This design comes from an exercise in tuning for small area, a short achievable clock period and few clock cycles per item on the open sky130 flow, not from production work.
RTL that was checked went through simulation tests only; none was proved equivalent to the original.

== oak ==
## execute_divide
module execute_divide(input wire              clk,
                      input wire              reset,
                      input wire              enable,
                      input wire 	      unsigned_div,
                      output wire             done,
                      input wire [32-1:0] in_a,
                      input wire [32-1:0] in_b,
                      output reg [32-1:0] out,
                      output reg              ov
                      );
Size in the first run: about 11000 um2 of cells after synthesis.
==> flow/config.mk <==
export PLATFORM = sky130hd
export DESIGN_NAME = execute_divide
export DESIGN_NICKNAME = execute_divide
export VERILOG_FILES = /design/flow/design.v
export SDC_FILE = /design/flow/constraint.sdc
export NUM_CORES = 4
export LEC_CHECK = 0
export CAP_MARGIN = 5
export CORE_MARGIN = 2
export CORE_UTILIZATION = 55
export CTS_BUF_LIST = sky130_fd_sc_hd__clkbuf_8
export PLACE_DENSITY = 0.75
export SETUP_SLACK_MARGIN = 3.5
export SLEW_MARGIN = 5
==> flow/constraint.sdc <==
create_clock -name core_clock -period 7.0 [get_ports {clk}]
set_input_delay 1.4000 -clock core_clock [delete_from_list [all_inputs] [get_ports {clk}]]
set_output_delay 1.4000 -clock core_clock [all_outputs]
set_load 0.01 [all_outputs]
run.sh (not shown) runs the stock make flow with config.mk's settings and CLKGATE_MAP_FILE= SYNTH_SCRIPT=/design/flow/synth_recipe.tcl, a recipe that flattens the netlist after the stock synthesis.
Testbench counts of oak, summed over its fixed seeds: cycles 31,717, items 3,200.
Input changes introduced in pine (baseline for comparison: oak):
Settings: SLEW_MARGIN: 5 -> 20; CAP_MARGIN: 5 -> 20; SETUP_SLACK_MARGIN: 3.5 -> 3.4.
[summary]
For first-pass GRT wire length, oak and pine come out practically identical.
| combined area of the multi-input logic cells | higher: oak |
Diff oak..pine | synthesized area per cell | unchanged
Compared with oak, in pine layout-stage area growth over the synthesis result now smaller, area fraction of clock buffers and clock inverters comparable, post-synthesis mux area share comparable, all-layer global routing usage comparable.
### pine -> birch
Settings: changing SETUP_SLACK_MARGIN from 3.4 to 3.5.
[summary]
- Result for pine and birch: all clean
- Max freq pine -> birch: improved
- Compared with pine, the router placed more vias in birch.
- The core of birch is more densely filled than that of pine.
- Between pine and birch, the share of final layout cell area taken by clock buffers and inverters figures differ only marginally.
- Max post-synthesis to final-layout area growth across pine and birch: birch
- birch ends up with a number of filler cells placed in the layout that is 28 lower than in pine.
Here is what was changed in the inputs of maple compared with birch.
Settings: swapping 55 for 50 in CORE_UTILIZATION; swapping 0.75 for 0.7 in PLACE_DENSITY.
Findings:
Final clock period utilization by the worst path: maple vs birch down 0.30 points. maple: no failed stages, no open violations at the end. Lower total non-filler cell area in the finished layout was reported by birch, not maple. On average detailed-routed wire length per instance, maple tracks birch almost exactly. Changes observed in maple relative to birch: weighted congestion reported at the end of routability-driven placement down about 1%, layout clock buffer count flat, via count down 2.0%. Between maple and birch, it is maple whose fmax is higher, by 0.61%. In the reports for maple and birch, the smaller layout overhead on the synthesized area belongs to birch.

== main ==
Another version of the RTL of execute_divide (not shown whole).
Size in the first run: about 1100 cells after synthesis, roughly 110 flip-flops, about 0.010 mm^2 of cells after synthesis.
make LEC_CHECK=0 CAP_MARGIN=20 CORE_MARGIN=2 CORE_UTILIZATION=40 SLEW_MARGIN=20 finish   # period 7.0 ns
main went all the way through synthesis, placement and routing and the layout is clean on timing, DRC and antenna.
#### Input delta (the feature branch over main)
- SETUP_SLACK_MARGIN now 4, previously not set
- ABC_AREA now 1, previously not set
Results
- Comparing the feature branch and main, share of synthesized area occupied by flip-flops and latches is higher on main.
- Compared with main, in the feature branch area added between synthesis and finish rose 29 points, fraction of area in registers -6.5 points, post-route non-filler standard cell count climbed 596.
- Cmp the feature branch and main / wire length of the first global-routing pass / lower: main
- Of the two values seen for most common cell after layout, fill and taps aside, a21oi_1 was produced by main and nand2_1 by the feature branch.
- Going from main to the feature branch, layout inverter count without the clock tree grew by more than 100%.
- In the metrics for the feature branch and main, the one carrying the higher clock period minus worst slack is main.
- In the flow results for the feature branch and main, the non-clock buffer instance count of the final layout is larger on the feature branch.
Function was not checked in any run of this note: the RTL went through the layout flow alone.

## blue
execute_divide, a different RTL version from the one above (not shown whole).
Size in the first run: roughly 1400 cells after synthesis, about 11000 um2 of cells after synthesis.
Settings: LEC_CHECK=0, CAP_MARGIN=20, CORE_MARGIN=2, CORE_UTILIZATION=40, SETUP_SLACK_MARGIN=3.8, SLEW_MARGIN=20; clock period 7.0 ns.
For orange, these inputs were changed with respect to blue:
Settings: swapping 3.8 for 3.5 in SETUP_SLACK_MARGIN.
Results
Share of the clock period used by the worst path after layout in orange vs blue: up 1.3 points
orange ends up with lower number of cells on the critical path than blue does.
No functional check of the RTL was part of any run of this note.

The RTL this note starts from:
==> flow/design.v <==
module execute_divide(input wire              clk,
                      input wire              reset,
                      input wire              enable,
                      input wire 	      unsigned_div,
                      output wire             done,
                      input wire [32-1:0] in_a,
                      input wire [32-1:0] in_b,
                      output reg [32-1:0] out,
                      output reg              ov
                      );
   reg                                         st_idle;
   reg                                         st_neg;
   reg                                         st_prep;
   reg                                         st_iter;
   reg                                         st_done;
   reg [32:0]                                  R;      
   reg [31:0]                                  D;      
   reg [4:0]                                   lza;    
   reg [4:0]                                   lzb;    
   reg [4:0]                                   count;  
   reg                                         b_neg;  
   reg                                         negate;
   function [4:0] lzc(input [31:0] x);
      reg [31:0] y;
      reg [3:0]  q;
      reg [7:0]  nz;
      reg [15:0] l;
      reg        found;
      integer    g;
      begin
         y = x | 32'h1;
         for (g = 0; g < 8; g = g + 1) begin
            q = y[4*g +: 4];
            nz[g] = |q;
            l[2*g +: 2] = q[3] ? 2'd0 : q[2] ? 2'd1 : q[1] ? 2'd2 : 2'd3;
         end
         lzc = 5'd31;
         found = 0;
         for (g = 7; g >= 0; g = g - 1)
           if (!found && nz[g]) begin
              lzc = {3'd7 - g[2:0], l[2*g +: 2]};
              found = 1;
           end
      end
   endfunction
   function [32:0] add33(input [32:0] x, input [32:0] y, input c);
      reg [33:0] g, p, gn, pn, p0;
      integer    i, lvl, d;
      begin
         g = {x & y, c};
         p0 = {x ^ y, 1'b0};
         p = p0;
         for (lvl = 0; lvl < 6; lvl = lvl + 1) begin
            d = 1 << lvl;
            gn = g; pn = p;
            for (i = 0; i < 34; i = i + 1)
              if (i >= d) begin
                 gn[i] = g[i] | (p[i] & g[i-d]);
                 pn[i] = p[i] & p[i-d];
              end
            g = gn; p = pn;
         end
         add33 = p0[33:1] ^ g[32:0];
      end
   endfunction
   wire        a_neg = !unsigned_div && in_a[31];
   wire        b_negi = !unsigned_div && in_b[31];
   wire        b_zero = (in_b == 32'h0);
   wire        s_ovf = !unsigned_div && (in_a == 32'h80000000) &&
               (in_b == 32'hffffffff);
   wire        special = b_zero || s_ovf;
   wire [31:0] b_form = b_negi ? in_b : ~in_b;
   wire [4:0]  lz_a = lzc(in_a ^ {!unsigned_div && in_a[31], in_a[31:1]});
   wire [4:0]  lz_b = lzc(in_b ^ {!unsigned_div && in_b[31], in_b[31:1]});
   wire        r_neg = R[32];
   wire [32:0] dsub = {!st_neg, D};
   wire [32:0] sum = add33(R, r_neg ? ~dsub : dsub,
                           st_neg || (r_neg ? b_neg : !b_neg));
   wire        ge = !sum[32];
   wire [4:0]  sg = lzb & ~lza;
   wire [4:0]  sp = lzb ^ ~lza;
   wire [4:0]  sc = {sg[3] | (sp[3] & sg[2]) | (sp[3] & sp[2] & sg[1]) |
                     (sp[3] & sp[2] & sp[1] & sg[0]) | (sp[3] & sp[2] & sp[1] & sp[0]),
                     sg[2] | (sp[2] & sg[1]) | (sp[2] & sp[1] & sg[0]) | (sp[2] & sp[1] & sp[0]),
                     sg[1] | (sp[1] & sg[0]) | (sp[1] & sp[0]),
                     sg[0] | sp[0],
                     1'b1};
   wire [4:0]  shamt = sp ^ sc;
   wire        a_short = lza > lzb;
   wire        f = !b_neg;
   wire [31:0] sh0 = shamt[0] ? {D[30:0], f} : D;
   wire [31:0] sh1 = shamt[1] ? {sh0[29:0], {2{f}}} : sh0;
   wire [31:0] sh2 = shamt[2] ? {sh1[27:0], {4{f}}} : sh1;
   wire [31:0] sh3 = shamt[3] ? {sh2[23:0], {8{f}}} : sh2;
   wire [31:0] sh4 = shamt[4] ? {sh3[15:0], {16{f}}} : sh3;
   always @(posedge clk) begin
      st_idle 	<= reset || !enable;
      st_neg 	<= !reset && enable && st_idle && !special && a_neg;
      st_prep 	<= !reset && enable && ((st_idle && !special && !a_neg) || st_neg);
      st_iter 	<= !reset && enable && ((st_prep && ge) || (st_iter && count != 0));
      st_done 	<= !reset && enable && ((st_idle && special) || (st_prep && !ge) ||
                                        (st_iter && count == 0) || st_done);
   end
   always @(posedge clk) begin
      if (st_idle) begin
         R 	<= {1'b0, a_neg ? ~in_a : in_a};
         D 	<= a_neg ? 32'h0 : b_form;
         b_neg 	<= b_negi;
         negate <= a_neg ^ b_negi;
         lza 	<= lz_a;
         lzb 	<= lz_b;
         ov 	<= special;
         if (b_zero) begin
            if (unsigned_div)
              out <= 32'hffffffff;
            else if (in_a[31])
              out <= 32'h80000000;
            else
              out <= 32'h7fffffff;
         end else if (s_ovf) begin
            out <= 32'h7fffffff;
         end else begin
            out <= 32'h0;
         end
      end
      if (st_neg) begin
         R 	<= sum;
         D 	<= b_form;
         lza 	<= lza - 1;
      end
      if (st_prep) begin
         if (negate)
           R 	<= sum;
         D 	<= sh4;
         count 	<= shamt;
         out 	<= {32{negate && ge}};
      end
      if (st_iter) begin
         R 	<= sum;
         D 	<= {1'b1, D[31:1]};
         count 	<= count - 1;
         out 	<= {out[30:0], ge ^ negate};
      end
   end
   assign done = st_done || (st_prep && a_short);
endmodule  
export LEC_CHECK = 0
export CAP_MARGIN = 20
export CORE_MARGIN = 2
export CORE_UTILIZATION = 40
export SETUP_SLACK_MARGIN = 4.2
export SLEW_MARGIN = 20
create_clock -name core_clock -period 7.0 [get_ports {clk}]
The starting point produced a clean layout.
Testbench counts at the start, summed over its fixed seeds: cycles 31,700, items 3,200.
Edit:
--- a/flow/config.mk
+++ b/flow/config.mk
@@ -9,4 +9,4 @@
 export CORE_MARGIN = 2
 export CORE_UTILIZATION = 40
-export SETUP_SLACK_MARGIN = 4.2
+export SETUP_SLACK_MARGIN = 3.5
 export SLEW_MARGIN = 20
Worst setup slack improves by 0.075 ns. Die area does not change. Via count came out lower by 12%. Non-clock buffer count came out lower by 172.
Edit:
--- a/flow/config.mk
+++ b/flow/config.mk
@@ -9,4 +9,3 @@
 export CORE_MARGIN = 2
 export CORE_UTILIZATION = 40
-export SETUP_SLACK_MARGIN = 3.5
 export SLEW_MARGIN = 20
The new run produced a clean layout. Design area went down by 3.5%. Register-to-register slack got worse by 0.80 ns. First-iteration DRC count increases by 17%.

## port drivers added, routing unchanged
The flow's constraints put no driver on any port. The routed layouts listed below were extracted and timed again, unchanged, in two steps. Step 1: set_driving_cell puts a clkbuf_16 on clk and a buf_2 on each other input, an assumption about the parent block. Step 2, shift: input delay + t, output delay - t, t = (earliest + latest rising clock arrival at the registers) / 2. This alone moves slack from input paths to output paths. a / b / c = no drivers / after step 1 / after step 2; a / b = the first two.
run	t (ns)	setup slack, ns	worst hold slack (ns)	worst setup path after step 2	cell pins on the clock port's net
oak	0.487	3.564 / 3.575 / 3.092	0.457 / 0.457 / 0.457	input to register	1
pine	0.490	3.485 / 3.499 / 3.009	0.457 / 0.457 / 0.457	input to register	1
birch	0.490	3.564 / 3.568 / 3.089	0.457 / 0.457 / 0.457	input to register	1
maple	0.502	3.585 / 3.599 / 3.097	0.457 / 0.457 / 0.457	input to register	1
main	0.419	0.852 / 0.852 / 0.852	0.544 / 0.544 / 0.544	register to register	1
the feature branch	0.424	2.622 / 2.622 / 2.622	0.514 / 0.514 / 0.514	register to register	1
blue	0.476	3.577 / 3.605 / 3.129	0.505 / 0.505 / 0.505	input to register	1
orange	0.479	3.486 / 3.511 / 3.032	0.505 / 0.505 / 0.505	input to register	1
the first run of note 4	0.488	3.419 / 3.366 / 3.434	0.509 / 0.509 / 0.509	input to register	1
the second run of note 4	0.484	3.493 / 3.441 / 3.077	0.507 / 0.507 / 0.507	input to register	1
the third run of note 4	0.475	2.398 / 2.348 / 2.544	0.506 / 0.506 / 0.506	input to register	1
After both steps every run listed still meets setup and hold. The setup slack of maple, which loses most, moves by +0.014 ns with the drivers and by -0.488 ns with both steps.
